Context: an optimization exercise on an open-source flow, tuned for small area and a short achievable clock period. The choices shown serve that exercise and are no tape-out recipe. Only simulation tests tie the RTL to the original design; equivalence was not proved. Power figures rest on the tool's default switching activity, not on a simulated workload.

$ cat flow/constraint.sdc
create_clock -name core_clock -period 14.0 [get_ports {clk}]
set_input_delay 2.8000 -clock core_clock [delete_from_list [all_inputs] [get_ports {clk}]]
set_output_delay 2.8000 -clock core_clock [all_outputs]
set_load 0.01 [all_outputs]
$ cat flow/config.mk
export PLATFORM = sky130hd
export DESIGN_NAME = MIPS
export DESIGN_NICKNAME = MIPS
export VERILOG_FILES = /design/flow/design.v
export SDC_FILE = /design/flow/constraint.sdc
export NUM_CORES = 4
export LEC_CHECK = 0
export CAP_MARGIN = 20
export CORE_MARGIN = 2
export CORE_UTILIZATION = 50
export PLACE_DENSITY = 0.65
export SETUP_SLACK_MARGIN = 5
export SLEW_MARGIN = 20
export SYNTH_HIERARCHICAL = 1
export SYNTH_MINIMUM_KEEP_SIZE = 0
$ cat flow/design.v
`timescale 1ns / 1ps
module Control(
    input [31:26] c,
    output RegDst,
    output Branch,
    output MemRead,
    output MemtoReg,
    output [1:0] Alu_op,
    output MemWrite,
    output AluSrc,
    output RegWrite,
    output J
    );
	 assign RegDst = ( ~c[31] & ~c[30] & ~c[29] & ~c[28] & ~c[27] & ~c[26] );
	 assign Branch = ( ~c[31] & ~c[30] & ~c[29] & c[28] & ~c[27] & ~c[26] );
	 assign MemRead = ( c[31] & ~c[30] & ~c[29] & ~c[28] & c[27] & c[26] );
	 assign MemtoReg = ( c[31] & ~c[30] & ~c[28] & c[27] & c[26] );
	 assign Alu_op [1] = ( ~c[31] & ~c[30] & ~c[29] & ~c[28] & ~c[26] );
	 assign Alu_op [0] = ( ~c[31] & ~c[30] & ~c[29] & c[28] & ~c[27] & ~c[26] );
	 assign MemWrite = ( c[31] & ~c[30] & c[29] & ~c[28] & c[27] & c[26] );
	 assign AluSrc = ( ~c[31] & ~c[30] & c[29] & ~c[28] & ~c[27] & c[26] ) | ( c[31] & ~c[30] & ~c[28] & c[27] & c[26] );
	 assign RegWrite = ( ~c[31] & ~c[30] & ~c[29] & ~c[28] & ~c[27] & ~c[26] ) | ( ~c[31] & ~c[30] & c[29] & ~c[28] & ~c[27] & c[26] ) | ( c[31] & ~c[30] & ~c[29] & ~c[28] & c[27] & c[26] );
	 assign J = ( ~c[31] & ~c[30] & ~c[29] & ~c[28] & c[27] );
endmodule
`timescale 1ns / 1ps
module ControlInstructionMemory(
    input [31:0] ReadAddress,
    output RegDst,
    output Branch,
    output MemRead,
    output MemtoReg,
    output [1:0] Alu_op,
    output MemWrite,
    output AluSrc,
    output RegWrite,
    output J,
    output [4:0] Address1,
    output [4:0] Address2,
    output [4:0] Address3,
    output [15:0] extender,
    output [25:0] AddressJ
    );
	assign Address1 = ReadAddress [25:21];
	assign Address2 = ReadAddress [20:16];
	assign Address3 = ReadAddress [15:11];
	assign extender = ReadAddress [15:0];
	assign AddressJ = ReadAddress [25:0];
	Control C1(
	.c(ReadAddress[31:26]),
	.RegDst(RegDst),
	.Branch(Branch),
	.MemRead(MemRead),
	.MemtoReg(MemtoReg),
	.Alu_op(Alu_op),
	.MemWrite(MemWrite),
	.AluSrc(AluSrc),
	.RegWrite(RegWrite),
	.J(J)
	);
endmodule
module rb_ao22(input a1, input a2, input b1, input b2, output y);
  assign y = (a1 & a2) | (b1 & b2);
endmodule
module rb_aoi222(input a1, input a2, input b1, input b2, input c1, input c2, output y);
  assign y = ~((a1 & a2) | (b1 & b2) | (c1 & c2));
endmodule
module rb_aoi22(input a1, input a2, input b1, input b2, output y);
  assign y = ~((a1 & a2) | (b1 & b2));
endmodule
module rb_nand4(input a, input b, input c, input d, output y);
  assign y = ~(a & b & c & d);
endmodule
module rb_nand3(input a, input b, input c, output y);
  assign y = ~(a & b & c);
endmodule
module rb_or3(input a, input b, input c, output y);
  assign y = a | b | c;
endmodule
module rb_mux32(input [31:0] d, input [31:0] s, output y);
  wire [10:0] n;
  genvar g;
  generate
    for (g = 0; g < 10; g = g + 1) begin : grp
      rb_aoi222 u(.a1(d[3*g]), .a2(s[3*g]), .b1(d[3*g+1]), .b2(s[3*g+1]),
                  .c1(d[3*g+2]), .c2(s[3*g+2]), .y(n[g]));
    end
  endgenerate
  rb_aoi22 u10(.a1(d[30]), .a2(s[30]), .b1(d[31]), .b2(s[31]), .y(n[10]));
  wire p0, p1, p2;
  rb_nand4 u11(.a(n[0]), .b(n[1]), .c(n[2]), .d(n[3]), .y(p0));
  rb_nand4 u12(.a(n[4]), .b(n[5]), .c(n[6]), .d(n[7]), .y(p1));
  rb_nand3 u13(.a(n[8]), .b(n[9]), .c(n[10]), .y(p2));
  rb_or3 u14(.a(p0), .b(p1), .c(p2), .y(y));
endmodule
`timescale 1ns / 1ps
module SignExtend_16X32(
    input [15:0] Input_16,
    output [31:0] Output_32
    );
	 assign Output_32 = {{16{Input_16[15]}},Input_16[15:0]};
endmodule
`timescale 1ns / 1ps
module SignExtend_26X32(
    input [25:0] Input_26,
    output [31:0] Output_32
    );
	  assign Output_32 = {{6{Input_26[25]}},Input_26[25:0]};
endmodule
`timescale 1ns / 1ps
module Shifter_2(
    input [31:0] Input,
    output [31:0] Output
    );
	 assign Output = Input ;
endmodule
`timescale 1ns / 1ps
module ALU(
   input [31:0] a,
    input [31:0] b,
    input [3:0] ctrl,
    output zero,
    output reg [31:0] result
    );
	 always @ * begin
		case (ctrl)
			4'b0000: result = a & b;
			4'b0001: result = a | b;
			4'b0010: result = a + b;
			4'b0110: result = a - b;
			4'b0111: result = a < b;
			4'b1100: result = ~a;
			default: result = 0;
		endcase
	end
		assign zero = (result == 0);
endmodule
`timescale 1ns / 1ps
module Alu_ctrl(
    input [1:0] Alu_op,
    input [5:0] funct,
    output logic[3:0] ctrl
    );
	 always @ * begin
		case (Alu_op)
			2'b00: ctrl = 4'b0010;   
			2'b01: ctrl = 4'b0110;   
			2'b10: case (funct)
				6'b100000: ctrl = 4'b0010;  
				6'b100010: ctrl = 4'b0110;  
				6'b100100: ctrl = 4'b0000;  
				6'b100101: ctrl = 4'b0001;  
				6'b101010: ctrl = 4'b0111;  
				default: ctrl = 4'b1111;  
				endcase
			default: ctrl = 4'b1111;
		endcase
	end
endmodule
`timescale 1ns / 1ps
module Alu_final(
    input [31:0] a,
    input [31:0] b,
    input [1:0] Alu_op,
    input [5:0] funct,
    output zero,
    output [31:0] result
    );
	 logic [5:0] control;
	 ALU A1(
	 .a(a),
	 .b(b),
	 .ctrl(control),
	 .zero (zero),
	 .result (result)
	 );
	 Alu_ctrl C2(
	 .Alu_op(Alu_op),
	 .funct(funct),
	 .ctrl(control)
	 );
endmodule
`timescale 1ns / 1ps
module ReadEnable(
    input MemRead,
    input [31:0] read,
    output [31:0] ReadData
    );
	 assign ReadData = MemRead ? read:0; 
endmodule
module MIPS(
    input clk,
    input rst,
    input [31:0] instr,
    input [31:0] mem_rdata,
    output [31:0] mem_addr,
    output [31:0] mem_wdata,
    output mem_we,
    output mem_re,
    output [31:0] direccion,
    output [31:0] palabra,
    output [31:0] leer_dato,
    output wr_en,
    output [31:0] wr_addr,
    output [31:0] wr_data
    );
  wire [5:0] op = instr[31:26];
  wire [4:0] rs = instr[25:21];
  wire [4:0] rt = instr[20:16];
  wire [4:0] rd = instr[15:11];
  wire [5:0] fn = instr[5:0];
  wire [31:0] ext = {{16{instr[15]}}, instr[15:0]};
  wire RegDst   = (op == 6'b000000);
  wire Branch   = (op == 6'b000100);
  wire MemRead  = (op == 6'b100011);
  wire MemtoReg = op[5] & ~op[4] & ~op[2] & op[1] & op[0];
  wire AluOp1   = ~op[5] & ~op[4] & ~op[3] & ~op[2] & ~op[0];
  wire MemWrite = (op == 6'b101011);
  wire AluSrc   = (op == 6'b001001) | MemtoReg;
  wire RegWrite = RegDst | (op == 6'b001001) | MemRead;
  wire J        = (op[5:1] == 5'b00001);
  wire f_add = AluOp1 & (fn == 6'b100000);
  wire f_sub = AluOp1 & (fn == 6'b100010);
  wire f_and = AluOp1 & (fn == 6'b100100);
  wire f_or  = AluOp1 & (fn == 6'b100101);
  wire f_slt = AluOp1 & (fn == 6'b101010);
  wire s_add = f_add | (~AluOp1 & ~Branch);
  wire s_sub = f_sub | Branch;
  reg [31:0] R [0:31];
  reg [31:0] PC;
  reg [31:0] sa, sb;
  integer k;
  always @* begin
    for (k = 0; k < 32; k = k + 1) begin
      sa[k] = (rs == k[4:0]);
      sb[k] = (rt == k[4:0]);
    end
  end
  wire [31:0] A, Rt;
  genvar gb, gr;
  generate
    for (gb = 0; gb < 32; gb = gb + 1) begin : rdbit
      wire [31:0] col;
      for (gr = 0; gr < 32; gr = gr + 1) begin : rdreg
        assign col[gr] = R[gr][gb];
      end
      rb_mux32 ma(.d(col), .s(sa), .y(A[gb]));
      rb_mux32 mb(.d(col), .s(sb), .y(Rt[gb]));
    end
  endgenerate
  wire [31:0] B  = AluSrc ? ext : Rt;
  wire [31:0] Bx = B ^ {32{s_sub | f_slt}};
  wire [32:0] sum = {1'b0, A} + {1'b0, Bx} + {32'b0, s_sub | f_slt};
  wire [31:0] result = ({32{s_add | s_sub}} & sum[31:0]) |
                       ({32{f_and}} & (A & Rt)) |
                       ({32{f_or}}  & (A | Rt)) |
                       {31'b0, f_slt & ~sum[32]};
  wire eq = (A == Rt);
  wire [31:0] WriteData = MemtoReg ? (MemRead ? mem_rdata : 32'b0) : result;
  wire [4:0]  wa = RegDst ? rd : rt;
  wire [31:0] pc4 = PC + 32'd4;
  wire [31:0] pcb = pc4 + ext;
  wire [31:0] npc = J ? {{6{instr[25]}}, instr[25:0]} : ((Branch & eq) ? pcb : pc4);
  always @(posedge clk) begin
    if (rst) PC <= 32'b0;
    else PC <= npc;
  end
  wire [31:0] wdm = WriteData & {32{~rst}};
  reg  [31:0] wen, hold;
  integer i;
  always @* begin
    for (i = 0; i < 32; i = i + 1) begin
      wen[i]  = rst | (RegWrite & (wa == i[4:0]));
      hold[i] = ~wen[i];
    end
  end
  wire [31:0] nxt [0:31];
  generate
    for (gr = 0; gr < 32; gr = gr + 1) begin : wrreg
      for (gb = 0; gb < 32; gb = gb + 1) begin : wrbit
        rb_ao22 u(.a1(wen[gr]), .a2(wdm[gb]), .b1(hold[gr]), .b2(R[gr][gb]), .y(nxt[gr][gb]));
      end
    end
  endgenerate
  always @(posedge clk) begin
    for (i = 0; i < 32; i = i + 1)
      R[i] <= nxt[i];
  end
  assign mem_addr  = result;
  assign mem_wdata = Rt;
  assign mem_we    = MemWrite;
  assign mem_re    = MemRead;
  assign direccion = PC;
  assign palabra   = instr;
  assign leer_dato = WriteData;
  assign wr_en     = RegWrite;
  assign wr_addr   = {27'b0, wa};
  assign wr_data   = WriteData;
endmodule
$ cat flow/run.sh
#!/bin/bash
# synth_recipe.tcl (not shown) runs the flow's synth.tcl, then flattens the netlist and writes it again
# the make line also repeats each setting of config.mk as NAME=value (left out here)
make -C /OpenROAD-flow-scripts/flow DESIGN_CONFIG=/design/flow/config.mk WORK_HOME=/design/flow/orfs CLKGATE_MAP_FILE= SYNTH_SCRIPT=/design/flow/synth_recipe.tcl finish
==> results of run 1 <==
-- registers in the layout, summed over array words and instances (netlist names) --
register / cells
R: 1024
PC: 32
-- synth_stat cells, types with 10 or more instances --
cell	instances	area (um2)
sky130_fd_sc_hd__dfxtp_1	1056	21140
sky130_fd_sc_hd__a22o_1	1033	9047
sky130_fd_sc_hd__a222oi_1	640	6406
sky130_fd_sc_hd__nor2_1	194	728.2
sky130_fd_sc_hd__nand2_1	192	720.7
sky130_fd_sc_hd__nand4_1	145	907.1
sky130_fd_sc_hd__ha_1	135	1689
sky130_fd_sc_hd__inv_1	127	476.7
sky130_fd_sc_hd__a21oi_1	126	630.6
sky130_fd_sc_hd__nand3_1	98	490.5
sky130_fd_sc_hd__buf_4	91	683.2
sky130_fd_sc_hd__o21ai_0	77	385.4
sky130_fd_sc_hd__xnor2_1	76	665.6
sky130_fd_sc_hd__or3_1	67	419.2
sky130_fd_sc_hd__a22oi_2	64	800.8
sky130_fd_sc_hd__clkbuf_1	61	229.0
sky130_fd_sc_hd__a211oi_1	33	247.7
sky130_fd_sc_hd__xor2_1	29	254.0
sky130_fd_sc_hd__and2_1	26	162.7
sky130_fd_sc_hd__o22ai_1	25	156.4
sky130_fd_sc_hd__mux2i_1	21	210.2
sky130_fd_sc_hd__and3_1	18	112.6
sky130_fd_sc_hd__a21o_1	16	120.1
sky130_fd_sc_hd__nor3_1	13	65.06
sky130_fd_sc_hd__nor4_1	13	81.33
sky130_fd_sc_hd__nand2b_1	12	75.07
sky130_fd_sc_hd__nor2b_1	10	62.56
-- cell usage in the layout, fill, tap and decap left out, types with 65 or more instances in the layout --
master	Yosys	final
sky130_fd_sc_hd__nor2_4	0	90
sky130_fd_sc_hd__clkdlybuf4s50_1	0	167
sky130_fd_sc_hd__buf_4	91	356
sky130_fd_sc_hd__nand2_1	192	170
sky130_fd_sc_hd__dfxtp_1	1056	1056
sky130_fd_sc_hd__nor2_1	194	110
sky130_fd_sc_hd__ha_1	135	116
sky130_fd_sc_hd__clkbuf_16	0	109
sky130_fd_sc_hd__a21oi_1	126	90
sky130_fd_sc_hd__nand3_1	98	85
sky130_fd_sc_hd__a22oi_2	64	65
sky130_fd_sc_hd__a22o_1	1033	1032
sky130_fd_sc_hd__inv_1	127	124
sky130_fd_sc_hd__a222oi_1	640	640
sky130_fd_sc_hd__nand4_1	145	145
-- modules after synthesis (local to each module, per instance), a selection --
module | copies in the design | flops+latches | cells
rb_ao22 | 1024 | 0 | 1
rb_aoi222 | 640 | 0 | 1
rb_aoi22 | 64 | 0 | 1
rb_or3 | 64 | 0 | 1
MIPS | 1 | 1056 | 2579
rb_nand3 | 64 | 0 | 1
rb_nand4 | 128 | 0 | 1
-- layout make-up --
cell class | instances | area [um2]
flip-flops and latches | 1056 | 21140
repair buffers | 699 | 6410
clock inverters | 44 | 614.3
diodes | 15 | 37.54
clock buffers | 158 | 3202
fillers | 7720 | 34370
multi-input cells | 3273 | 28440
inverters | 127 | 476.7
well taps | 1276 | 1597
-- what timing repair did --
item	4_1_cts	5_1_grt
setup buffers	242	19
gates cloned	36	0
gates resized for setup	650	109
pin swaps	262	60
hold buffers	0	0
endpoints found under the setup margin	407	96
-- per-layer routing --
metal	up-vias	global-route usage, %	wire length, um
li1	21110	-	-
met1	25290	61.49	90870
met2	4905	66.58	98980
met3	1093	20.38	41490
met4	22	32.53	21390
met5	-	0.6286	182
-- logic make-up (layout without fill, tap and decap cells) --
logic type	count (synthesis)	in the layout	share of synthesized area [%]
compound gates	2126	2126	38.78
fa+ha+maj	137	137	3.576
xor+xnor	105	105	1.902
buf+inv	289	1028	2.952
mux	25	25	0.5278
flops	1056	1056	43.72
simple gates	824	853	8.531
other cells	1	42	0.007755
-- power breakdown --
group          total, W  internal (W)  switching, W
sequential      0.00558       0.00441       0.00118
combinational   0.00572       0.00258       0.00315
clock           0.00312       0.00180       0.00132
total            0.0144       0.00878       0.00564
-- tightest hold or removal path, cell delays in order, from the launching register on --
cell,delay (ns)
sky130_fd_sc_hd__dfxtp_1,0.33
sky130_fd_sc_hd__nand2_1,0.06
sky130_fd_sc_hd__a21oi_1,0.05
-- per-stage QoR --
stage / setup slack, ns / util, % / instances / instance area (um2) / total power, W
floorplan: 4.006 / - / 4589 / 49250 / 0.008176
global placement: 1.623 / 55.98 / 6133 / 53900 / 0.01028
detailed placement: 1.611 / 55.98 / 6133 / 53900 / 0.01033
CTS: 3.570 / 63.78 / 6613 / 61410 / 0.01394
global route: 3.231 / 64.27 / 6634 / 61880 / 0.01488
finish: 3.250 / 64.31 / 6648 / 61910 / 0.01443
-- worst max-delay path by stage --
stage | startpoint | to | slack, ns | cells past startpoint
floorplan | instr[19] | wr_data[30] | 4.01 | 21
global placement | instr[16] | wr_data[14] | 1.62 | 22
detailed placement | instr[16] | wr_data[14] | 1.61 | 21
CTS | instr[19] | leer_dato[30] | 3.57 | 25
global route | instr[19] | wr_data[30] | 3.23 | 25
finish | instr[16] | wr_data[5] | 3.25 | 21
==> qor.txt, run 1 <==
GP Congestion = 1.036
CTS tree = done
Placeable core area = 96280 um2
First-pass GRT wire length = 352.0 mm
Lkg Pwr = 24.09 nW
Routed vias/inst = 7.885
Number of instances in the synthesized netlist = 4563
Final-report hold violation count = 0
Number of buffer cells added on primary ports = 265
Total number of nets in the final design = 5469
Async set-reset flop share out of synthesis = 0%
Synthesized area per cell = 10.60 um2
Clock Skew = 0.04985 ns
Growth of design area from synthesis to finish = 28.04%
Total gr overflow = 0
Total of endpoints with negative setup slack in the final report = 0
Power per unit of standard cell area = 233.0 nW/um2
Clock Pin Slew Worst Setup and Hold Paths = 0.06 ns
Endpoint class of the critical path = primary output
Final setup TNS = 0 ns
CP max stage delay = 0.56 ns
DR vias = 52420
Slack of the worst reg-to-reg path = 8.00 ns
Initial core utilization = 50.22%
Worst-case headroom to the max-slew limit = 13.65%
Skew-Pair Late Insertion Delay = 0.75 ns
Final Cycle Share = 76.78%
Std cell rows = 114
Number of synthesized flops with an enable pin = 0
Sequence of cells on the critical path = buf_12 > nand2b_4 > buf_6 > buf_4 > nor2_4 > buf_12 > a222oi_1 > nand4_1 > or3_4 > mux2i_1 > xnor2_1 > ha_2 > a21oi_4 > and2_4 > o2bb2ai_4 > a31oi_1 > xnor2_1 > o22ai_1 > nor2_1 > nor2_2 > clkdlybuf4s50_1
Transition at the pin with the smallest max-transition slack = 1.294 ns
CTS sink count = 1056
Number of global-route vias before repair = 48050
Final count of pins violating max slew = 0
Syn. warnings = 9
WP buf/inv = 5
Run status = finished clean
Number of top-level design ports = 293
Setup CP Type = in2out
Maximum achievable frequency = 93.03 MHz
Slowest CP cell = sky130_fd_sc_hd__clkdlybuf4s50_1
Antenna violations before repair = 29
Startpoint type of the worst setup path = input pin
Aggregate global-route resource usage = 48.52%
Post-synthesis register bit count = 1056
Hold Crit Class = reg2reg
Data arrival time of the worst path = 7.95 ns
DP HPWL = 153.8 mm
Detail-routed net length per standard cell = 38.04 um
Residual antenna-violating net count after detailed routing = 0
Clock Tree Buf Depth = 3
Post-synth cell types = 86
Die Span Y = 315.0 um
Shortest period the worst path allows = 10.75 ns
CTS H-tree lvls = 3
Seq/Total Area, Yosys = 43.72%
Horiz. Die Dim = 315.0 um
Detailed Route Iter0 Violations = 12580
Length in cells of the worst reg-to-reg path = 22
Hold Crit Depth = 2
Worst EP required = 11.20 ns
Setup repair after global routing missed its margin = true
Post-Syn Area = 48360 um2
Largest net degree at the start of global routing = 63
Drt first pass iters = 14
DRC viols = 0
Launching point of the worst reg2reg path = R[6][0]
Buffer cell driving the clock tree root = sky130_fd_sc_hd__clkbuf_16
Endpoint, Worst Hold = PC[0]
Max rail drop VDD = 0.2531 mV
Total wire length after detailed routing = 252.9 mm
Die footprint = 99210 um2
Family of cells with the greatest summed delay on the critical path = simple AND/OR/NAND/NOR gates
Critical hold path startpoint = PC[0]
Worst reg2reg endpoint = R[21][28]
Worst Hold Slack = 0.4958 ns
Fraction of final layout cells with drive strength greater than 1 = 21.56%
Number of violations of the max-capacitance limit = 0
Maximum net fanout on the critical path = 8
CTS Buf Count = 109
Top FF cell, synth = sky130_fd_sc_hd__dfxtp_1
==> inputs of run 2 (changes only) <==
--- a/flow/config.mk
+++ b/flow/config.mk
@@ -9,4 +9,4 @@
 export CORE_MARGIN = 2
-export CORE_UTILIZATION = 50
-export PLACE_DENSITY = 0.65
+export CORE_UTILIZATION = 42
+export PLACE_DENSITY = 0.58
 export SETUP_SLACK_MARGIN = 5
==> qor.txt, run 2 <==
Aggregate global-route resource usage = 39.55% (-9.0 points)
CP Launch Point = instr[18]
Power per unit of standard cell area = 230.2 nW/um2 (-1.2%)
Antenna violations before repair = 8 (-72%)
Die Span Y = 343.3 um (+9.0%)
Number of synthesized flops with an enable pin = 0 (unchanged)
Footprint of the multi-input gates = 28290 um2 (-0.50%)
Detail-routed net length per standard cell = 35.73 um (-6.1%)
Most common cell in the synthesized netlist = sky130_fd_sc_hd__dfxtp_1
CTS tree = done
Slack of the worst reg-to-reg path = 8.15 ns (+0.15 ns)
Growth of design area from synthesis to finish = 28.22%
Total number of nets in the final design = 5451 (-0.33%)
Routed vias/inst = 7.412 (-6.0%)
Shortest period the worst path allows = 10.71 ns (-0.04382 ns)
Post-synth cell types = 86 (unchanged)
Startpoint type of the worst setup path = input pin
Clock Skew = 0.05761 ns (+0.007762 ns)
Total gr overflow = 0 (unchanged)
Number of cells in the design after placement = 6380 (+4.0%)
First-pass GRT wire length = 343.8 mm (-2.3%)
Detailed Route Iter0 Violations = 11400 (-9.4%)
Worst EP required = 11.20 ns (about the same)
Final-report hold violation count = 0 (unchanged)
Placeable core area = 114200 um2 (+19%)
Number of flip-flops in the largest register = 1024 (unchanged)
Post-synthesis register bit count = 1056 (unchanged)
Most area-hungry cell type in the Yosys netlist = sky130_fd_sc_hd__dfxtp_1
Die footprint = 117900 um2 (+19%)
Post-Syn Area = 48360 um2 (unchanged)
Number of violations of the max-capacitance limit = 0 (unchanged)
Skew-Pair Late Insertion Delay = 0.73 ns (-0.02 ns)
Maximum achievable frequency = 93.41 MHz (+0.41%)
Setup repair after global routing missed its margin = true
Hold Crit Class = reg2reg
Total wire length after detailed routing = 244.8 mm (-3.2%)
Commonest non-fill, non-tap cells in the layout = sky130_fd_sc_hd__dfxtp_1, sky130_fd_sc_hd__a22o_1, sky130_fd_sc_hd__a222oi_1, sky130_fd_sc_hd__buf_4, sky130_fd_sc_hd__clkdlybuf4s50_1
Most common cell after layout, fill and taps aside = sky130_fd_sc_hd__dfxtp_1
Maximum net fanout on the critical path = 16 (+8)
CTS Buf Count = 111 (+1.8%)
Buffer cell driving the clock tree root = sky130_fd_sc_hd__clkbuf_16
Clock Pin Slew Worst Setup and Hold Paths = 0.06 ns (about the same)
Hold Crit Depth = 1 (-1)
Lkg Pwr = 24.00 nW (-0.36%)
Residual antenna-violating net count after detailed routing = 0 (unchanged)
Fin util = 54.30% (-10 points)
Number of top-level design ports = 293 (unchanged)
Data arrival time of the worst path = 7.91 ns (-0.04 ns)
Endpoint, Worst Hold = R[16][24]
WP buf/inv = 7 (+2)
Number of buffer cells added on primary ports = 265 (unchanged)
Worst Slack Setup Final = 3.294 ns (+0.04382 ns)
Final-layout fill cell count = 10060 (+30%)
Top register by number of flip-flops = R
Endpoint class of the critical path = primary output
Top FF cell, synth = sky130_fd_sc_hd__dfxtp_1
Clock Tree Buf Depth = 3 (unchanged)
Total of endpoints with negative setup slack in the final report = 0 (unchanged)
Storage cell area = 21140 um2 (unchanged)
DR vias = 50790 (-3.1%)
Transition at the pin with the smallest max-transition slack = 1.216 ns (-0.07796 ns)
Cell types occupying the most area after synthesis = sky130_fd_sc_hd__dfxtp_1, sky130_fd_sc_hd__a22o_1, sky130_fd_sc_hd__a222oi_1
Family of cells with the greatest summed delay on the critical path = compound AO/OA/AOI/OAI gates
CP dominant cell by count = sky130_fd_sc_hd__buf_4
DP HPWL = 153.8 mm (about the same)
Syn. warnings = 9 (unchanged)
Synth top area share = 43.72% (unchanged)
Critical hold path startpoint = R[16][24]
Final count of pins violating max slew = 0 (unchanged)
Fin cells = 6852 (+3.1%)
Horiz. Die Dim = 343.3 um (+9.0%)
CP max stage delay = 0.53 ns (-0.03 ns)
Slowest CP cell = sky130_fd_sc_hd__nor2_4
Async set-reset flop share out of synthesis = 0% (unchanged)
Drt first pass iters = 15 (+1)
DRC viols = 0 (unchanged)
Std cell rows = 124 (+8.8%)
Fraction of final layout cells with drive strength greater than 1 = 21.84% (+0.28 points)
Largest net degree at the start of global routing = 67 (+6.3%)
Top post-synthesis cells by count = sky130_fd_sc_hd__dfxtp_1, sky130_fd_sc_hd__a22o_1, sky130_fd_sc_hd__a222oi_1
Seq/Total Area, Yosys = 43.72% (unchanged)
Setup CP Type = in2out
CTS sink count = 1056 (unchanged)
Length in cells of the worst reg-to-reg path = 23 (+4.5%)
Max rail drop VDD = 0.2502 mV (-1.1%)
Worst-case setup slack after placement = 1.377 ns (-0.2344 ns)
GP Congestion = 1.045 (+0.87%)
Number of instances in the synthesized netlist = 4563 (unchanged)
Final Cycle Share = 76.47% (-0.31 points)
Synthesized area per cell = 10.60 um2 (unchanged)
Number of global-route vias before repair = 46880 (-2.4%)
Worst reg2reg endpoint = R[12][26]
Final setup TNS = 0 ns (unchanged)
CTS H-tree lvls = 3 (unchanged)
Registers with the most flip-flops = R (1024), PC (32)
Run status = finished clean
Launching point of the worst reg2reg path = R[9][0]
Worst-case headroom to the max-slew limit = 18.46% (+4.8 points)
Initial core utilization = 42.35% (-7.9 points)
-- run 2: cell count changes in the layout (fill, tap and decap cells not counted), moves of 8 or more --
cell | previous run | this run
sky130_fd_sc_hd__clkdlybuf4s50_1 | 167 | 154
sky130_fd_sc_hd__nand2_2 | 13 | 38
sky130_fd_sc_hd__nand3_1 | 85 | 94
sky130_fd_sc_hd__buf_6 | 64 | 92
sky130_fd_sc_hd__diode_2 | 15 | 5
sky130_fd_sc_hd__nand2_1 | 170 | 147
sky130_fd_sc_hd__nor2_4 | 90 | 73
sky130_fd_sc_hd__buf_4 | 356 | 344
sky130_fd_sc_hd__nand3_2 | 10 | 2
-- run 2: per-stage QoR --
step                      area [um2]  hold WS, ns  power [W]
after floorplan                49250       0.4607   0.008176
after global placement         54370       0.4739    0.01022
after detailed placement       54370       0.4773    0.01028
after CTS                      61160       0.4985    0.01384
after global routing           61990       0.5061    0.01480
final                          62000       0.4989    0.01427
-- run 2: cell families after synthesis --
kind of cell	after synthesis	synth area share (%)
fa+ha+maj	137	3.576
compound gates	2126	38.78
mux	25	0.5278
simple gates	824	8.531
buf+inv	289	2.952
other cells	1	0.007755
xor+xnor	105	1.902
flops	1056	43.72
-- run 2: area by class of cell --
cell class                      instances  share of cell area, %
Clock buffer                          163                  5.198
Antenna cell                            5                0.02018
Multi-Input combinational cell       3247                  45.64
Inverter                              127                 0.7689
Tap cell                             1512                  3.051
Sequential cell                      1056                  34.10
Timing Repair Buffer                  705                  10.36
Clock inverter                         37                 0.8698
-- run 2: worst max-delay path by stage --
stage               endpoint  slack, ns  depth (start not counted)
6_report       leer_dato[30]       3.29                         27
5_1_grt           wr_data[0]       3.18                         24
4_1_cts          wr_data[28]       3.46                         24
3_5_place_dp     wr_data[28]       1.38                         21
3_3_place_gp     wr_data[28]       1.44                         21
2_1_floorplan    wr_data[30]       4.01                         21
-- run 2: layer usage --
layer | share of wire [%] | GRT usage [%]
met1 | 39 | 53.07
met5 | 0.022 | 0.4407
met4 | 7.7 | 25.99
met2 | 40 | 54.56
met3 | 14 | 11.85
-- run 2: per-module statistics from Yosys (local to each module, per instance), excerpt --
module / flops+latches / area [um2] / cells
MIPS: 1056 / 30660 / 2579
rb_aoi222: 0 / 10.01 / 1
rb_nand3: 0 / 5.005 / 1
rb_ao22: 0 / 8.758 / 1
rb_aoi22: 0 / 12.51 / 1
rb_nand4: 0 / 6.256 / 1
rb_or3: 0 / 6.256 / 1
-- run 2: power by group --
part           leakage [nW]  internal, W  switching [W]
clock network          1.85      0.00178        0.00130
logic                  13.5      0.00260        0.00300
registers              8.64      0.00441        0.00118
-- run 2: repair_timing --
action | 4_1_cts | 5_1_grt
setup endpoints to repair | 266 | 96
resized for setup | 675 | 140
hold buffers | 0 | 0
gates cloned | 8 | 0
buffers inserted | 204 | 52
pin swaps | 231 | 94
==> inputs of run 3 (changes only) <==
--- a/flow/design.v
+++ b/flow/design.v
@@ -115,22 +115,84 @@
 endmodule
-`timescale 1ns / 1ps
-module ALU(
-   input [31:0] a,
-    input [31:0] b,
-    input [3:0] ctrl,
-    output zero,
-    output reg [31:0] result
-    );
-	 always @ * begin
-		case (ctrl)
-			4'b0000: result = a & b;
-			4'b0001: result = a | b;
-			4'b0010: result = a + b;
-			4'b0110: result = a - b;
-			4'b0111: result = a < b;
-			4'b1100: result = ~a;
-			default: result = 0;
-		endcase
-	end
-		assign zero = (result == 0);
+module ks_xor(input a, input b, output y);
+  assign y = a ^ b;
+endmodule
+module ks_pa(input gh, input ph, input gl, input pl, output gn, output pn);
+  assign gn = ~(gh | (ph & gl));
+  assign pn = ~(ph & pl);
+endmodule
+module ks_pb(input ghn, input phn, input gln, input pln, output g, output p);
+  assign g = ~(ghn & (phn | gln));
+  assign p = ~(phn | pln);
+endmodule
+module ks_ga(input gh, input ph, input gl, output gn);
+  assign gn = ~(gh | (ph & gl));
+endmodule
+module ks_gb(input ghn, input phn, input gln, output g);
+  assign g = ~(ghn & (phn | gln));
+endmodule
+module ks_inv(input a, output y);
+  assign y = ~a;
+endmodule
+module ks_add32(input [31:0] a, input [31:0] b, input cin, output [31:0] s, output co);
+  wire [31:0] p, g;
+  genvar i;
+  generate
+    for (i = 0; i < 32; i = i + 1) begin : pg
+      ks_xor x(.a(a[i]), .b(b[i]), .y(p[i]));
+      if (i == 0) begin : g0
+        assign g[i] = (a[i] & b[i]) | (a[i] & cin) | (b[i] & cin);
+      end else begin : gi
+        assign g[i] = a[i] & b[i];
+      end
+    end
+  endgenerate
+  wire [31:0] g1, p1, g2, p2, g3, p3, g4, p4, g5;
+  generate
+    for (i = 0; i < 32; i = i + 1) begin : l1
+      if (i >= 1) begin : c
+        ks_pa u(.gh(g[i]), .ph(p[i]), .gl(g[i-1]), .pl(p[i-1]), .gn(g1[i]), .pn(p1[i]));
+      end else begin : t
+        ks_inv ug(.a(g[i]), .y(g1[i]));
+        assign p1[i] = 1'b1;
+      end
+    end
+    for (i = 0; i < 32; i = i + 1) begin : l2
+      if (i >= 2) begin : c
+        ks_pb u(.ghn(g1[i]), .phn(p1[i]), .gln(g1[i-2]), .pln(p1[i-2]), .g(g2[i]), .p(p2[i]));
+      end else begin : t
+        ks_inv ug(.a(g1[i]), .y(g2[i]));
+        assign p2[i] = 1'b0;
+      end
+    end
+    for (i = 0; i < 32; i = i + 1) begin : l3
+      if (i >= 4) begin : c
+        ks_pa u(.gh(g2[i]), .ph(p2[i]), .gl(g2[i-4]), .pl(p2[i-4]), .gn(g3[i]), .pn(p3[i]));
+      end else begin : t
+        ks_inv ug(.a(g2[i]), .y(g3[i]));
+        assign p3[i] = 1'b1;
+      end
+    end
+    for (i = 0; i < 32; i = i + 1) begin : l4
+      if (i >= 8) begin : c
+        ks_pb u(.ghn(g3[i]), .phn(p3[i]), .gln(g3[i-8]), .pln(p3[i-8]), .g(g4[i]), .p(p4[i]));
+      end else begin : t
+        ks_inv ug(.a(g3[i]), .y(g4[i]));
+        assign p4[i] = 1'b0;
+      end
+    end
+    for (i = 0; i < 32; i = i + 1) begin : l5
+      if (i >= 16) begin : c
+        ks_ga u(.gh(g4[i]), .ph(p4[i]), .gl(g4[i-16]), .gn(g5[i]));
+      end else begin : t
+        ks_inv ug(.a(g4[i]), .y(g5[i]));
+      end
+    end
+  endgenerate
+  assign s[0] = p[0] ^ cin;
+  generate
+    for (i = 1; i < 32; i = i + 1) begin : sm
+      assign s[i] = ~(p[i] ^ g5[i-1]);
+    end
+  endgenerate
+  assign co = ~g5[31];
 endmodule
@@ -251,3 +313,4 @@
   wire [31:0] Bx = B ^ {32{s_sub | f_slt}};
-  wire [32:0] sum = {1'b0, A} + {1'b0, Bx} + {32'b0, s_sub | f_slt};
+  wire [32:0] sum;
+  ks_add32 add(.a(A), .b(Bx), .cin(s_sub | f_slt), .s(sum[31:0]), .co(sum[32]));
   wire [31:0] result = ({32{s_add | s_sub}} & sum[31:0]) |
--- a/flow/config.mk
+++ b/flow/config.mk
@@ -9,5 +9,6 @@
 export CORE_MARGIN = 2
-export CORE_UTILIZATION = 42
-export PLACE_DENSITY = 0.58
-export SETUP_SLACK_MARGIN = 5
+export CORE_UTILIZATION = 50
+export CTS_BUF_LIST = sky130_fd_sc_hd__clkbuf_8
+export PLACE_DENSITY = 0.65
+export SETUP_SLACK_MARGIN = 4
 export SLEW_MARGIN = 20
==> qor.txt, run 3 <==
Synthesized area per cell = 10.58 um2 (-0.16%)
Run status = finished clean
Clock Pin Slew Worst Setup and Hold Paths = 0.06 ns (about the same)
Transition at the pin with the smallest max-transition slack = 1.085 ns (-0.1310 ns)
GP Congestion = 1.007 (-3.6%)
First-pass GRT wire length = 342.8 mm (-0.31%)
Number of top-level design ports = 293 (unchanged)
Number of buffer cells added on primary ports = 265 (unchanged)
Clock Skew = 0.05591 ns (-0.001708 ns)
Lkg Pwr = 24.78 nW (+3.3%)
Storage cell area = 21140 um2 (unchanged)
CTS H-tree lvls = 4 (+1)
Shortest period the worst path allows = 10.35 ns (-0.3531 ns)
Detail-routed net length per standard cell = 36.69 um (+2.7%)
Syn. warnings = 9 (unchanged)
Post-Syn Area = 48860 um2 (+1.0%)
Worst-case headroom to the max-slew limit = 27.42% (+9.0 points)
Number of violations of the max-capacitance limit = 0 (unchanged)
Worst EP required = 11.20 ns (about the same)
Final setup TNS = 0 ns (unchanged)
Max rail drop VDD = 0.2973 mV (+19%)
Die footprint = 100200 um2 (-15%)
Placeable core area = 96710 um2 (-15%)
Commonest non-fill, non-tap cells in the layout = sky130_fd_sc_hd__dfxtp_1, sky130_fd_sc_hd__a22o_1, sky130_fd_sc_hd__a222oi_1, sky130_fd_sc_hd__buf_4, sky130_fd_sc_hd__clkbuf_8
Horiz. Die Dim = 316.6 um (-7.8%)
Number of global-route vias before repair = 47670 (+1.7%)
Antenna violations before repair = 8 (unchanged)
DRC viols = 0 (unchanged)
Routed vias/inst = 7.708 (+4.0%)
Footprint of the multi-input gates = 29110 um2 (+2.9%)
Worst-case setup slack after placement = 1.884 ns (+0.5070 ns)
Total of endpoints with negative setup slack in the final report = 0 (unchanged)
Die Span Y = 316.6 um (-7.8%)
Number of instances in the synthesized netlist = 4618 (+1.2%)
Total wire length after detailed routing = 250.3 mm (+2.2%)
Final-layout fill cell count = 7734 (-23%)
Power per unit of standard cell area = 232.1 nW/um2 (+0.85%)
CTS Buf Count = 174 (+57%)
Maximum net fanout on the critical path = 32 (+16)
Drt first pass iters = 15 (unchanged)
Setup repair after global routing missed its margin = true
Initial core utilization = 50.52% (+8.2 points)
Setup CP Type = in2out
Total number of nets in the final design = 5573 (+2.2%)
Fraction of final layout cells with drive strength greater than 1 = 25.02% (+3.2 points)
CTS tree = done
Worst Hold Slack = 0.4757 ns (-0.02322 ns)
Residual antenna-violating net count after detailed routing = 0 (unchanged)
Data arrival time of the worst path = 7.55 ns (-0.36 ns)
Worst Slack Setup Final = 3.647 ns (+0.3531 ns)
Top register by number of flip-flops = R
Final Cycle Share = 73.95% (-2.5 points)
Skew-Pair Late Insertion Delay = 0.90 ns (+0.17 ns)
Registers with the most flip-flops = R (1024), PC (32)
Hold Crit Class = reg2reg
Detailed Route Iter0 Violations = 11860 (+4.0%)
Number of flip-flops in the largest register = 1024 (unchanged)
Most common cell after layout, fill and taps aside = sky130_fd_sc_hd__dfxtp_1
Total gr overflow = 0 (unchanged)
Largest net degree at the start of global routing = 58 (-13%)
Final-report hold violation count = 0 (unchanged)
Final count of pins violating max slew = 0 (unchanged)
Aggregate global-route resource usage = 46.73% (+7.2 points)
CTS sink count = 1056 (unchanged)
Buffer cell driving the clock tree root = sky130_fd_sc_hd__clkbuf_8
Maximum achievable frequency = 96.59 MHz (+3.4%)
Growth of design area from synthesis to finish = 28.27% (about the same)
Hold buffer count at CTS = 0 (unchanged)
DR vias = 52580 (+3.5%)
Std cell rows = 114 (-8.1%)
Clock Tree Buf Depth = 3 (unchanged)
Endpoint class of the critical path = primary output
DP HPWL = 145.7 mm (-5.3%)
Startpoint type of the worst setup path = input pin
run 3: changes by cell type in the layout (fill, tap and decap cells not counted), sizes merged, moves of 31 or more:
cell,before,now
xor2,29,63
nand2,192,230
ha,135,104
and2,27,66
inv,128,229
clkbuf,174,242
run 3: worst paths after layout:
kind / cells past startpoint / startpoint / endpoint / slack, ns
worst min-delay path: 2 / PC[0] / PC[0] / 0.48
worst max-delay path: 23 / instr[17] / leer_dato[12] / 3.65
worst max register to register: 18 / R[12][5] / R[7][9] / 8.68
worst min register to register: 2 / PC[0] / PC[0] / 0.48
run 3: timing repair:
action / CTS / global route
setup buffers: 169 / 103
gates resized for setup: 558 / 346
cloned: 18 / 9
endpoints found under the setup margin: 96 / 95
pin swaps: 222 / 194
run 3: worst max-delay path, cell delays in order:
cell                              delay (ns)
sky130_fd_sc_hd__buf_12                 0.11
sky130_fd_sc_hd__nand2b_4               0.23
sky130_fd_sc_hd__buf_4                  0.16
sky130_fd_sc_hd__nor2_4                 0.04
sky130_fd_sc_hd__buf_12                 0.18
sky130_fd_sc_hd__a222oi_1               0.40
sky130_fd_sc_hd__nand4_1                0.46
sky130_fd_sc_hd__or3_4                  0.62
sky130_fd_sc_hd__mux2i_4                0.20
sky130_fd_sc_hd__xnor2_2                0.17
sky130_fd_sc_hd__xor2_2                 0.30
sky130_fd_sc_hd__nand2_2                0.16
sky130_fd_sc_hd__buf_6                  0.16
sky130_fd_sc_hd__nor2_4                 0.15
sky130_fd_sc_hd__buf_12                 0.13
sky130_fd_sc_hd__nand2_4                0.07
sky130_fd_sc_hd__o21ai_4                0.22
sky130_fd_sc_hd__inv_2                  0.10
sky130_fd_sc_hd__xnor2_2                0.19
sky130_fd_sc_hd__a22o_1                 0.22
sky130_fd_sc_hd__nand2_1                0.09
sky130_fd_sc_hd__o21ai_2                0.13
sky130_fd_sc_hd__clkdlybuf4s15_2        0.25
run 3: area by class of cell:
class,count,share of cell area [%]
clock buffer,212,4.656
tap,1276,2.547
antenna,6,0.02396
sequential,1056,33.73
inverter,165,1.000
timing repair buffer,718,10.55
multi-input combinational,3287,46.45
clock inverter,102,1.048
run 3: report_power, final:
group	internal [W]	switching (W)
combinational	0.00263	0.00325
clock	0.00146	0.00138
sequential	0.00453	0.00130
total	0.00862	0.00593
run 3: per-layer routing:
layer | up-vias | wire length, um | track usage, % | part of all wire (%)
met3 | 1104 | 41700 | 20.54 | 17
met5 | - | 437 | 1.089 | 0.17
met1 | 25150 | 88170 | 58.38 | 35
met2 | 5117 | 98490 | 64.09 | 39
met4 | 14 | 21520 | 32.34 | 8.6
li1 | 21200 | - | - | -
run 3: stage by stage:
step           util (%)  instances  area, um2  total power [W]
2_1_floorplan         -       4644      48980         0.008447
3_3_place_gp      55.91       6203      54070          0.01054
3_5_place_dp      55.91       6203      54070          0.01062
4_1_cts           62.72       6704      60650          0.01383
5_1_grt           64.79       6817      62660          0.01500
6_report          64.81       6822      62670          0.01455
==> inputs of run 4 (changes only) <==
--- a/flow/design.v
+++ b/flow/design.v
@@ -94,2 +94,19 @@
 endmodule
+module rb_dec5(input [4:0] a, output [31:0] y);
+  genvar k;
+  generate
+    for (k = 0; k < 32; k = k + 1) begin : d
+      assign y[k] = (a == k);
+    end
+  endgenerate
+endmodule
+module rb_wdec(input [4:0] a, input we, input rst, output [31:0] en, output [31:0] hold);
+  genvar k;
+  generate
+    for (k = 0; k < 32; k = k + 1) begin : d
+      assign en[k]   = rst | (we & (a == k));
+      assign hold[k] = ~(rst | (we & (a == k)));
+    end
+  endgenerate
+endmodule
 `timescale 1ns / 1ps
@@ -198,2 +215,22 @@
 endmodule
+module ALU(
+   input [31:0] a,
+    input [31:0] b,
+    input [3:0] ctrl,
+    output zero,
+    output reg [31:0] result
+    );
+	 always @ * begin
+		case (ctrl)
+			4'b0000: result = a & b;
+			4'b0001: result = a | b;
+			4'b0010: result = a + b;
+			4'b0110: result = a - b;
+			4'b0111: result = a < b;
+			4'b1100: result = ~a;
+			default: result = 0;
+		endcase
+	end
+		assign zero = (result == 0);
+endmodule
 `timescale 1ns / 1ps
@@ -291,10 +328,15 @@
   reg [31:0] PC;
-  reg [31:0] sa, sb;
-  integer k;
-  always @* begin
-    for (k = 0; k < 32; k = k + 1) begin
-      sa[k] = (rs == k[4:0]);
-      sb[k] = (rt == k[4:0]);
+  wire [31:0] sa [0:3];
+  wire [31:0] sb [0:3];
+  wire [31:0] wen [0:3];
+  wire [31:0] hold [0:3];
+  wire [4:0]  wa = RegDst ? rd : rt;
+  genvar gq;
+  generate
+    for (gq = 0; gq < 4; gq = gq + 1) begin : dq
+      rb_dec5 da(.a(rs), .y(sa[gq]));
+      rb_dec5 db(.a(rt), .y(sb[gq]));
+      rb_wdec dw(.a(wa), .we(RegWrite), .rst(rst), .en(wen[gq]), .hold(hold[gq]));
     end
-  end
+  endgenerate
   wire [31:0] A, Rt;
@@ -307,4 +349,4 @@
       end
-      rb_mux32 ma(.d(col), .s(sa), .y(A[gb]));
-      rb_mux32 mb(.d(col), .s(sb), .y(Rt[gb]));
+      rb_mux32 ma(.d(col), .s(sa[gb/8]), .y(A[gb]));
+      rb_mux32 mb(.d(col), .s(sb[gb/8]), .y(Rt[gb]));
     end
@@ -321,3 +363,2 @@
   wire [31:0] WriteData = MemtoReg ? (MemRead ? mem_rdata : 32'b0) : result;
-  wire [4:0]  wa = RegDst ? rd : rt;
   wire [31:0] pc4 = PC + 32'd4;
@@ -330,10 +371,2 @@
   wire [31:0] wdm = WriteData & {32{~rst}};
-  reg  [31:0] wen, hold;
-  integer i;
-  always @* begin
-    for (i = 0; i < 32; i = i + 1) begin
-      wen[i]  = rst | (RegWrite & (wa == i[4:0]));
-      hold[i] = ~wen[i];
-    end
-  end
   wire [31:0] nxt [0:31];
@@ -342,3 +375,3 @@
       for (gb = 0; gb < 32; gb = gb + 1) begin : wrbit
-        rb_ao22 u(.a1(wen[gr]), .a2(wdm[gb]), .b1(hold[gr]), .b2(R[gr][gb]), .y(nxt[gr][gb]));
+        rb_ao22 u(.a1(wen[gb/8][gr]), .a2(wdm[gb]), .b1(hold[gb/8][gr]), .b2(R[gr][gb]), .y(nxt[gr][gb]));
       end
@@ -346,2 +379,3 @@
   endgenerate
+  integer i;
   always @(posedge clk) begin
==> flow/flow/run.sh (new file) <==
#!/bin/bash
# Layout flow: the standard flow (standard.sh: synthesis to finish),
# with the port buffers made from sky130_fd_sc_hd__buf_2 instead of ORFS's
# default buffer cell. Every input and output port still gets a buffer.
set -o pipefail
export BUFFER_PORTS_ARGS="-buffer_cell sky130_fd_sc_hd__buf_2"
cp standard.sh standard_sh_copy.log
bash standard.sh > standard_flow.log 2>&1
status=$?
tail -20 standard_flow.log
exit $status
==> flow/standard.sh (new file) <==
#!/bin/bash
# synth_recipe.tcl (not shown) runs the flow's synth.tcl, then flattens the netlist and writes it again
# the make line also repeats each setting of config.mk as NAME=value (left out here)
make -C /OpenROAD-flow-scripts/flow DESIGN_CONFIG=/design/flow/config.mk WORK_HOME=/design/flow/orfs CLKGATE_MAP_FILE= SYNTH_SCRIPT=/design/flow/synth_recipe.tcl "${@:-finish}"
--- a/flow/config.mk
+++ b/flow/config.mk
@@ -10,3 +10,2 @@
 export CORE_UTILIZATION = 50
-export CTS_BUF_LIST = sky130_fd_sc_hd__clkbuf_8
 export PLACE_DENSITY = 0.65
removed: flow/run.sh
==> qor.txt, run 4 <==
Sequence of cells on the critical path = buf_16 > buf_12 > or3b_4 > nor2_4 > a222oi_1 > nand4_1 > or3_4 > mux2i_4 > xnor2_2 > xor2_2 > nand2_2 > nor2_4 > nand2_2 > o21ai_4 > inv_1 > xnor2_2 > a22o_1 > nand2_1 > o21ai_4 > buf_2
Number of cells in the design after placement = 6663 (+7.4%)
Antenna violations before repair = 7 (-1)
Critical hold path startpoint = PC[0]
Skew-Pair Late Insertion Delay = 0.73 ns (-0.17 ns)
Synthesized area per cell = 10.15 um2 (-4.1%)
Number of flip-flops in the largest register = 1024 (unchanged)
Slowest CP cell = sky130_fd_sc_hd__a222oi_1
Transition at the pin with the smallest max-transition slack = 1.165 ns (+0.07977 ns)
Aggregate global-route resource usage = 39.87% (-6.9 points)
Largest net degree at the start of global routing = 129 (+120%)
Initial core utilization = 50.55% (about the same)
Registers with the most flip-flops = R (1024), PC (32)
Drt first pass iters = 17 (+2)
Routed vias/inst = 7.530 (-2.3%)
Launching point of the worst reg2reg path = R[0][18]
DR vias = 52170 (-0.78%)
CTS Buf Count = 109 (-37%)
Shortest period the worst path allows = 10.05 ns (-0.2990 ns)
Final count of pins violating max slew = 0 (unchanged)
GP Congestion = 1.089 (+8.2%)
Post-route total power = 0.01448 W (-0.45%)
Length in cells of the worst reg-to-reg path = 12 (-6)
Die footprint = 107700 um2 (+7.4%)
Final-report hold violation count = 0 (unchanged)
Worst Hold Slack = 0.4898 ns (+0.01411 ns)
Worst EP required = 11.20 ns (about the same)
Detail-routed net length per standard cell = 32.91 um (-10%)
Run status = finished clean
DP HPWL = 157.3 mm (+8.0%)
Setup CP Type = in2out
Max rail drop VDD = 0.2319 mV (-22%)
Commonest non-fill, non-tap cells in the layout = sky130_fd_sc_hd__dfxtp_1, sky130_fd_sc_hd__a22o_1, sky130_fd_sc_hd__a222oi_1, sky130_fd_sc_hd__nor2_1, sky130_fd_sc_hd__buf_2
Die Span Y = 328.2 um (+3.6%)
Number of top-level design ports = 293 (unchanged)
First-pass GRT wire length = 325.0 mm (-5.2%)
Number of global-route vias before repair = 46350 (-2.8%)
Total of endpoints with negative setup slack in the final report = 0 (unchanged)
Total wire length after detailed routing = 228.1 mm (-8.9%)
Number of violations of the max-capacitance limit = 0 (unchanged)
Placeable core area = 103900 um2 (+7.5%)
Total gr overflow = 0 (unchanged)
Data arrival time of the worst path = 7.25 ns (-0.30 ns)
DRC viols = 0 (unchanged)
Family of cells with the greatest summed delay on the critical path = simple AND/OR/NAND/NOR gates
Total number of nets in the final design = 5625 (+0.93%)
Final Cycle Share = 71.81% (-2.1 points)
Clock Skew = 0.03117 ns (-0.02473 ns)
Maximum net fanout on the critical path = 8 (-75%)
Clock Tree Buf Depth = 3 (unchanged)
Setup repair after global routing missed its margin = true
CTS H-tree lvls = 3 (-1)
Maximum achievable frequency = 99.47 MHz (+3.0%)
CP max stage delay = 0.62 ns (about the same)
Endpoint class of the critical path = primary output
CTS sink count = 1056 (unchanged)
Top register by number of flip-flops = R
Syn. warnings = 9 (unchanged)
Worst reg2reg endpoint = PC[22]
Post-Syn Area = 52540 um2 (+7.5%)
CTS tree = done
Buffer cell driving the clock tree root = sky130_fd_sc_hd__clkbuf_16
Clock Pin Slew Worst Setup and Hold Paths = 0.06 ns (about the same)
Worst-case headroom to the max-slew limit = 22.20% (-5.2 points)
Hold Crit Depth = 2 (unchanged)
Hold Crit Class = reg2reg
Number of instances in the synthesized netlist = 5176 (+12%)
Fin cells = 6929 (+1.6%)
Fin util = 58.19% (-6.6 points)
Slack of the worst reg-to-reg path = 8.82 ns (+0.14 ns)
Lkg Pwr = 23.69 nW (-4.4%)
Fraction of final layout cells with drive strength greater than 1 = 19.78% (-5.2 points)
WP buf/inv = 4 (-3)
Power per unit of standard cell area = 239.5 nW/um2 (+3.2%)
Final setup TNS = 0 ns (unchanged)
Most common cell after layout, fill and taps aside = sky130_fd_sc_hd__dfxtp_1
Std cell rows = 118 (+3.5%)
Growth of design area from synthesis to finish = 15.12%
Number of buffer cells added on primary ports = 265 (unchanged)
Residual antenna-violating net count after detailed routing = 0 (unchanged)
Horiz. Die Dim = 328.2 um (+3.6%)
Detailed Route Iter0 Violations = 12190 (+2.8%)
Startpoint type of the worst setup path = input pin
Endpoint, Worst Hold = PC[0]
-- run 4: worst max path at each step --
stage	start	to	slack [ns]	depth (start not counted)
4_1_cts	instr[17]	wr_data[16]	3.97	19
3_3_place_gp	instr[16]	leer_dato[10]	2.89	19
6_report	instr[19]	wr_data[10]	3.95	20
3_5_place_dp	instr[18]	leer_dato[10]	2.89	19
2_1_floorplan	instr[20]	wr_data[0]	4.89	20
5_1_grt	instr[16]	wr_data[31]	3.97	19
-- run 4: area by class of cell --
type                    count  area [um2]
fillers                  9137       43460
clock buffers             147        3153
well taps                1380        1727
multi-input cells        3776       30720
inverters                 123       461.7
repair buffers            388        2511
flip-flops and latches   1056       21140
diodes                      2       5.005
clock inverters            57       767.0
-- run 4: what timing repair did --
item / CTS / global route
pin swaps: 67 / 130
cloned: 0 / 4
hold buffers: 0 / 0
setup buffers: 19 / 37
endpoints found under the setup margin: 96 / 88
gates resized for setup: 137 / 210
-- run 4: power breakdown --
| part | total, W | internal, W | switching (W) |
|---|---|---|---|
| clock network | 0.00317 | 0.00186 | 0.00131 |
| logic | 0.00513 | 0.00216 | 0.00298 |
| registers | 0.00618 | 0.00453 | 0.00165 |
| total | 0.0145 | 0.00855 | 0.00594 |
-- run 4: per-stage QoR --
step	cell area, um2	setup WS [ns]
2_1_floorplan	52640	4.888
3_3_place_gp	54620	2.893
3_5_place_dp	54620	2.893
4_1_cts	59290	3.972
5_1_grt	60480	3.965
6_report	60480	3.946
-- run 4: routing by layer --
layer	GRT usage [%]	vias to the layer above	wire length [um]
li1	-	22190	-
met1	56.60	25500	94600
met2	56.72	3783	93910
met3	8.605	702	26340
met4	20.09	0	13210
met5	0	-	0
-- run 4: worst min-delay path: cells and delay by family (launching register included) --
kind | cells | cell delay (ns)
DFF | 1 | 0.33
and+or+nand+nor | 1 | 0.06
AOI/OAI and AO/OA | 1 | 0.06
==> inputs of run 5 (changes only) <==
--- a/flow/config.mk
+++ b/flow/config.mk
@@ -10,2 +10,3 @@
 export CORE_UTILIZATION = 50
+export CTS_CLUSTER_SIZE = 10
 export PLACE_DENSITY = 0.65
==> qor.txt, run 5 <==
Growth of design area from synthesis to finish = 14.49%
Setup repair after global routing missed its margin = true
Power per unit of standard cell area = 237.4 nW/um2 (-0.85%)
First-pass GRT wire length = 325.0 mm (about the same)
Clock Skew = 0.02721 ns (-0.003961 ns)
Number of buffer cells added on primary ports = 265 (unchanged)
Final count of pins violating max slew = 0 (unchanged)
Registers with the most flip-flops = R (1024), PC (32)
Final Cycle Share = 71.77% (about the same)
Net Switching = 0.005891 W (-0.78%)
Post-Syn Area = 52540 um2 (unchanged)
CTS sink count = 1056 (unchanged)
Number of cells in the design after placement = 6663 (unchanged)
Worst-case headroom to the max-slew limit = 26.06% (+3.9 points)
Transition at the pin with the smallest max-transition slack = 1.107 ns (-0.05780 ns)
Horiz. Die Dim = 328.2 um (unchanged)
Detailed Route Iter0 Violations = 11820 (-3.0%)
Synthesized area per cell = 10.15 um2 (unchanged)
Slowest CP cell = sky130_fd_sc_hd__a222oi_1
Clock Power Share = 20.4% (-1.5 points)
Die footprint = 107700 um2 (unchanged)
Die Span Y = 328.2 um (unchanged)
Launching point of the worst reg2reg path = R[0][18]
Lkg Pwr = 23.55 nW (-0.58%)
Startpoint type of the worst setup path = input pin
Worst EP required = 11.20 ns (about the same)
Detail-routed net length per standard cell = 33.24 um (+1.0%)
Maximum net fanout on the critical path = 8 (unchanged)
CTS tree = done
Endpoint class of the critical path = primary output
Largest net degree at the start of global routing = 129 (unchanged)
Std cell rows = 118 (unchanged)
Fin cells = 6890 (-0.56%)
Buffer cell driving the clock tree root = sky130_fd_sc_hd__clkbuf_16
Internal cell power = 0.008392 W (-1.8%)
Most common cell after layout, fill and taps aside = sky130_fd_sc_hd__dfxtp_1
Placeable core area = 103900 um2 (unchanged)
Antenna violations before repair = 9 (+2)
Total of endpoints with negative setup slack in the final report = 0 (unchanged)
Final-layout fill cell count = 9170 (+0.36%)
Number of flip-flops in the largest register = 1024 (unchanged)
Drt first pass iters = 22 (+5)
Setup CP Type = in2out
Switching share of total power = 41.25% (+0.25 points)
Number of instances in the synthesized netlist = 5176 (unchanged)
Met2 Track Usage GR = 56.65% (-0.069 points)
Met1 capacity usage during global routing = 56.21% (-0.39 points)
Number of global-route vias before repair = 46600 (+0.54%)
CTS H-tree lvls = 3 (unchanged)
M3 GR Usage = 9.118% (+0.51 points)
Initial core utilization = 50.55% (unchanged)
Residual antenna-violating net count after detailed routing = 0 (unchanged)
Top register by number of flip-flops = R
Sequence of cells on the critical path = buf_16 > buf_12 > or3b_4 > nor2_4 > a222oi_1 > nand4_1 > or3_4 > mux2i_4 > xnor2_2 > xor2_2 > nand2_2 > nor2_2 > nand2_2 > o21ai_4 > inv_1 > xnor2_2 > a22o_1 > nand2_1 > o21ai_4 > buf_2
Slack of the worst reg-to-reg path = 8.84 ns (+0.02 ns)
Maximum achievable frequency = 99.52 MHz (about the same)
Fraction of final layout cells with drive strength greater than 1 = 19.19% (-0.59 points)
DR vias = 52250 (+0.15%)
Hold Crit Class = reg2reg
CP max stage delay = 0.53 ns (-0.09 ns)
Total gr overflow = 0 (unchanged)
Data arrival time of the worst path = 7.25 ns (about the same)
Final setup TNS = 0 ns (unchanged)
Max rail drop VDD = 0.2232 mV (-3.7%)
Endpoint, Worst Hold = PC[0]
DRC viols = 0 (unchanged)
Run status = finished clean
DP HPWL = 157.3 mm (unchanged)
Total number of nets in the final design = 5644 (+0.34%)
Number of top-level design ports = 293 (unchanged)
Share of power burned in combinational logic = 36.2% (+0.8 points)
Worst reg2reg endpoint = PC[22]
Routed vias/inst = 7.583 (+0.71%)
Most heavily used metal layer in global routing = met2
Syn. warnings = 9 (unchanged)
Commonest non-fill, non-tap cells in the layout = sky130_fd_sc_hd__dfxtp_1, sky130_fd_sc_hd__a22o_1, sky130_fd_sc_hd__a222oi_1, sky130_fd_sc_hd__nor2_1, sky130_fd_sc_hd__buf_2
Aggregate global-route resource usage = 39.88% (about the same)
Hold Crit Depth = 2 (unchanged)
Critical hold path startpoint = PC[0]
Clock Tree Buf Depth = 3 (unchanged)
Length in cells of the worst reg-to-reg path = 12 (unchanged)
Total wire length after detailed routing = 229.0 mm (+0.43%)
Shortest period the worst path allows = 10.05 ns (-0.005230 ns)
Clock Pin Slew Worst Setup and Hold Paths = 0.05 ns (about the same)
Number of violations of the max-capacitance limit = 0 (unchanged)
Flop pwr share = 43.3% (+0.6 points)
Skew-Pair Late Insertion Delay = 0.74 ns (about the same)
Final-report hold violation count = 0 (unchanged)
GP Congestion = 1.089 (unchanged)
CTS Buf Count = 120 (+10%)
-- run 5: cell types whose count changed in the layout (fill, tap and decap cells not counted), moves of 7 or more --
cell,delta
sky130_fd_sc_hd__bufinv_16,-12
sky130_fd_sc_hd__clkbuf_16,+14
sky130_fd_sc_hd__clkbuf_8,-12
sky130_fd_sc_hd__clkinv_2,-16
sky130_fd_sc_hd__clkinv_4,-10
sky130_fd_sc_hd__clkinvlp_4,-7
-- run 5: cell type report --
class,instances,area [um2],share of cell area (%)
Multi-Input combinational cell,3776,30750,51.13
Sequential cell,1056,21140,35.14
Clock buffer,144,3288,5.466
Timing Repair Buffer,396,2589,4.304
Tap cell,1380,1727,2.870
Inverter,123,461.7,0.7675
Clock inverter,9,177.7,0.2954
Antenna cell,6,15.01,0.02496
-- run 5: worst max path at each step --
stage          startpoint  slack (ns)             to
6_report        instr[19]        3.95    wr_data[10]
4_1_cts         instr[19]        3.96  leer_dato[25]
3_3_place_gp    instr[16]        2.89  leer_dato[10]
5_1_grt         instr[20]        3.95  leer_dato[16]
2_1_floorplan   instr[20]        4.89     wr_data[0]
3_5_place_dp    instr[18]        2.89  leer_dato[10]
-- run 5: power groups by stage --
stage	Sequential, W	Combinational [W]	Clock [W]
finish	0.00619	0.00517	0.00292
global route	0.00630	0.00542	0.00305
CTS	0.00608	0.00474	0.00294
detailed placement	0.00610	0.00460	0
global placement	0.00615	0.00452	0
floorplan	0.00544	0.00306	0
-- run 5: per-stage QoR --
step                instance area [um2]  hold slack, ns  worst slack, ns  power, W  util (%)
floorplan                         52640          0.4613            4.888  0.008505         -
global placement                  54620          0.4674            2.893   0.01067     52.55
detailed placement                54620          0.4749            2.893   0.01070     52.55
CTS                               58770          0.4871            3.959   0.01376     56.54
global route                      60140          0.5088            3.954   0.01477     57.86
finish                            60150          0.4883            3.952   0.01428     57.87
-- run 5: critical path, delay by kind of cell --
kind                      cells  cell delay (ns)
AOI/OAI and AO/OA             4             1.17
xor gates and xnor gates      3             0.66
buffers and inverters         4             0.57
muxes                         1             0.20
and+or+nand+nor               8             1.81
-- run 5: repair_timing --
item                       in CTS  in global routing
gates cloned                    0                  5
setup endpoints to repair      96                 89
buffers inserted               16                 46
hold buffers                    0                  0
resized for setup             124                224
pin swaps                      59                147
-- run 5: per-layer routing --
| metal | vias to the layer above | share of wire (%) |
|---|---|---|
| met1 | 25360 | 41 |
| met3 | 740 | 12 |
| met4 | 6 | 5.8 |
| met5 | - | 0.020 |
| li1 | 22160 | - |
| met2 | 3981 | 41 |
==> inputs of run 6 (changes only) <==
--- a/flow/config.mk
+++ b/flow/config.mk
@@ -10,3 +10,5 @@
 export CORE_UTILIZATION = 50
-export CTS_CLUSTER_SIZE = 10
+export CTS_BUF_LIST = sky130_fd_sc_hd__clkbuf_16
+export CTS_CLUSTER_DIAMETER = 70
+export CTS_CLUSTER_SIZE = 16
 export PLACE_DENSITY = 0.65
==> qor.txt, run 6 <==
Run status = finished clean
Total stage count of the critical path = 20 (unchanged)
Skew-Pair Late Insertion Delay = 0.70 ns (-0.04 ns)
Placeable core area = 103900 um2 (unchanged)
Internal cell power = 0.007920 W (-5.6%)
Net Switching = 0.005818 W (-1.2%)
Setup repair after global routing missed its margin = true
Maximum net fanout on the critical path = 8 (unchanged)
Final-report hold violation count = 0 (unchanged)
Family of cells with the greatest summed delay on the critical path = simple AND/OR/NAND/NOR gates
Number of flip-flops in the largest register = 1024 (unchanged)
Growth of design area from synthesis to finish = 12.73%
Hold Crit Class = reg2reg
First-pass GRT wire length = 323.8 mm (-0.37%)
Maximum achievable frequency = 99.73 MHz (+0.21%)
Slack of the worst reg-to-reg path = 8.83 ns (about the same)
Commonest non-fill, non-tap cells in the layout = sky130_fd_sc_hd__dfxtp_1, sky130_fd_sc_hd__a22o_1, sky130_fd_sc_hd__a222oi_1, sky130_fd_sc_hd__nor2_1, sky130_fd_sc_hd__buf_2
Power per unit of standard cell area = 232.0 nW/um2 (-2.3%)
Fin util = 56.98% (-0.89 points)
Clock Tree Buf Depth = 3 (unchanged)
Slowest CP cell = sky130_fd_sc_hd__a222oi_1
Top register by number of flip-flops = R
Final Cycle Share = 71.63% (-0.15 points)
Worst EP required = 11.20 ns (about the same)
Total of endpoints with negative setup slack in the final report = 0 (unchanged)
Buffer cell driving the clock tree root = sky130_fd_sc_hd__clkbuf_16
Antenna violations before repair = 7 (-2)
Largest net degree at the start of global routing = 129 (unchanged)
Initial core utilization = 50.55% (unchanged)
Number of violations of the max-capacitance limit = 0 (unchanged)
Final count of pins violating max slew = 0 (unchanged)
Share of power burned in combinational logic = 37.7% (+1.5 points)
Fraction of final layout cells with drive strength greater than 1 = 18.53% (-0.65 points)
Std cell rows = 118 (unchanged)
CTS Buf Count = 85 (-29%)
Residual antenna-violating net count after detailed routing = 0 (unchanged)
Hold Crit Depth = 2 (unchanged)
Total number of nets in the final design = 5607 (-0.66%)
Die footprint = 107700 um2 (unchanged)
Registers with the most flip-flops = R (1024), PC (32)
CTS tree = done
Data arrival time of the worst path = 7.23 ns (-0.02 ns)
Horiz. Die Dim = 328.2 um (unchanged)
Number of instances in the synthesized netlist = 5176 (unchanged)
Most common cell after layout, fill and taps aside = sky130_fd_sc_hd__dfxtp_1
DRC viols = 0 (unchanged)
CP max stage delay = 0.62 ns (+0.09 ns)
Transition at the pin with the smallest max-transition slack = 1.197 ns (+0.09015 ns)
DP HPWL = 157.3 mm (unchanged)
Flop pwr share = 44.9% (+1.6 points)
Endpoint, Worst Hold = PC[0]
Post-route total power = 0.01374 W (-3.8%)
Hold buffer count at CTS = 0 (unchanged)
DR vias = 51840 (-0.78%)
GP Congestion = 1.089 (unchanged)
Clock Skew = 0.02160 ns (-0.005610 ns)
Number of top-level design ports = 293 (unchanged)
Post-Syn Area = 52540 um2 (unchanged)
Final-layout fill cell count = 9280 (+1.2%)
Worst reg2reg endpoint = PC[22]
Worst Hold Slack = 0.4933 ns (+0.004962 ns)
Lkg Pwr = 23.14 nW (-1.7%)
Switching share of total power = 42.35% (+1.1 points)
Setup CP Type = in2out
Sequence of cells on the critical path = buf_16 > clkbuf_16 > or3b_4 > nor2_4 > a222oi_1 > nand4_1 > or3_4 > mux2i_4 > xnor2_2 > xor2_4 > nand2_4 > nor2_4 > nand2_1 > o21ai_2 > a21oi_2 > xnor2_1 > a22o_1 > nand2_1 > o21ai_4 > buf_2
Detail-routed net length per standard cell = 33.17 um (-0.20%)
Synthesized area per cell = 10.15 um2 (unchanged)
Worst Slack Setup Final = 3.973 ns (+0.02088 ns)
Worst-case headroom to the max-slew limit = 20.04% (-6.0 points)
Clock Pin Slew Worst Setup and Hold Paths = 0.07 ns (+0.02 ns)
Worst-case setup slack after placement = 2.893 ns (unchanged)
==> run 6: per-stage QoR <==
step                      area [um2]  cells
after CTS                      57850   6801
final                          59220   6853
after global routing           59220   6851
after detailed placement       54620   6663
after global placement         54620   6663
after floorplan                52640   5202
==> run 6: area by class of cell <==
cell class | instances | area (um2) | share of cell area, %
Timing Repair Buffer | 394 | 2565 | 4.331
Clock buffer | 87 | 2177 | 3.676
Sequential cell | 1056 | 21140 | 35.70
Antenna cell | 2 | 5.005 | 0.008451
Tap cell | 1380 | 1727 | 2.915
Clock inverter | 35 | 372.9 | 0.6296
Multi-Input combinational cell | 3776 | 30780 | 51.96
Inverter | 123 | 461.7 | 0.7796
==> run 6: worst max path at each step <==
stage | startpoint | end | slack (ns)
after floorplan | instr[20] | wr_data[0] | 4.89
after global placement | instr[16] | leer_dato[10] | 2.89
after detailed placement | instr[18] | leer_dato[10] | 2.89
after CTS | instr[19] | leer_dato[25] | 3.96
after global routing | instr[16] | leer_dato[24] | 3.92
final | instr[19] | leer_dato[30] | 3.97
==> run 6: timing repair <==
item / 4_1_cts / 5_1_grt
resized for setup: 124 / 231
buffers inserted: 16 / 46
hold endpoints to repair: 0 / 0
pin swaps: 62 / 157
cloned: 0 / 4
setup endpoints to repair: 96 / 87
==> run 6: per-layer routing <==
metal / part of all wire [%] / GRT usage, % / vias to the layer above
met4: 5.8 / 19.68 / 4
met1: 41 / 56.30 / 25260
met2: 42 / 56.94 / 3772
met3: 12 / 8.333 / 684
met5: 0.014 / 0 / -
li1: - / - / 22120
==> run 6: worst min-delay path, stage by stage (launching register included) <==
cell and delay, ns:
sky130_fd_sc_hd__dfxtp_1 0.33, sky130_fd_sc_hd__nand2_1 0.06, sky130_fd_sc_hd__a21oi_1 0.06
==> run 6: power by group through the flow <==
stage                     Clock [W]  Sequential [W]  Combinational (W)
final                       0.00239         0.00618            0.00517
after global routing        0.00251         0.00629            0.00543
after CTS                   0.00241         0.00607            0.00474
after detailed placement          0         0.00610            0.00460
after global placement            0         0.00615            0.00452
after floorplan                   0         0.00544            0.00306

Re-timed with assumed drivers on the ports (clkbuf_16 on the clock, buf_2 on other inputs), run 6 has 3.707 ns of setup slack against 3.973 ns with ideal ports, and 3.707 ns once port delays also move by the mid clock arrival of 0.768 ns.
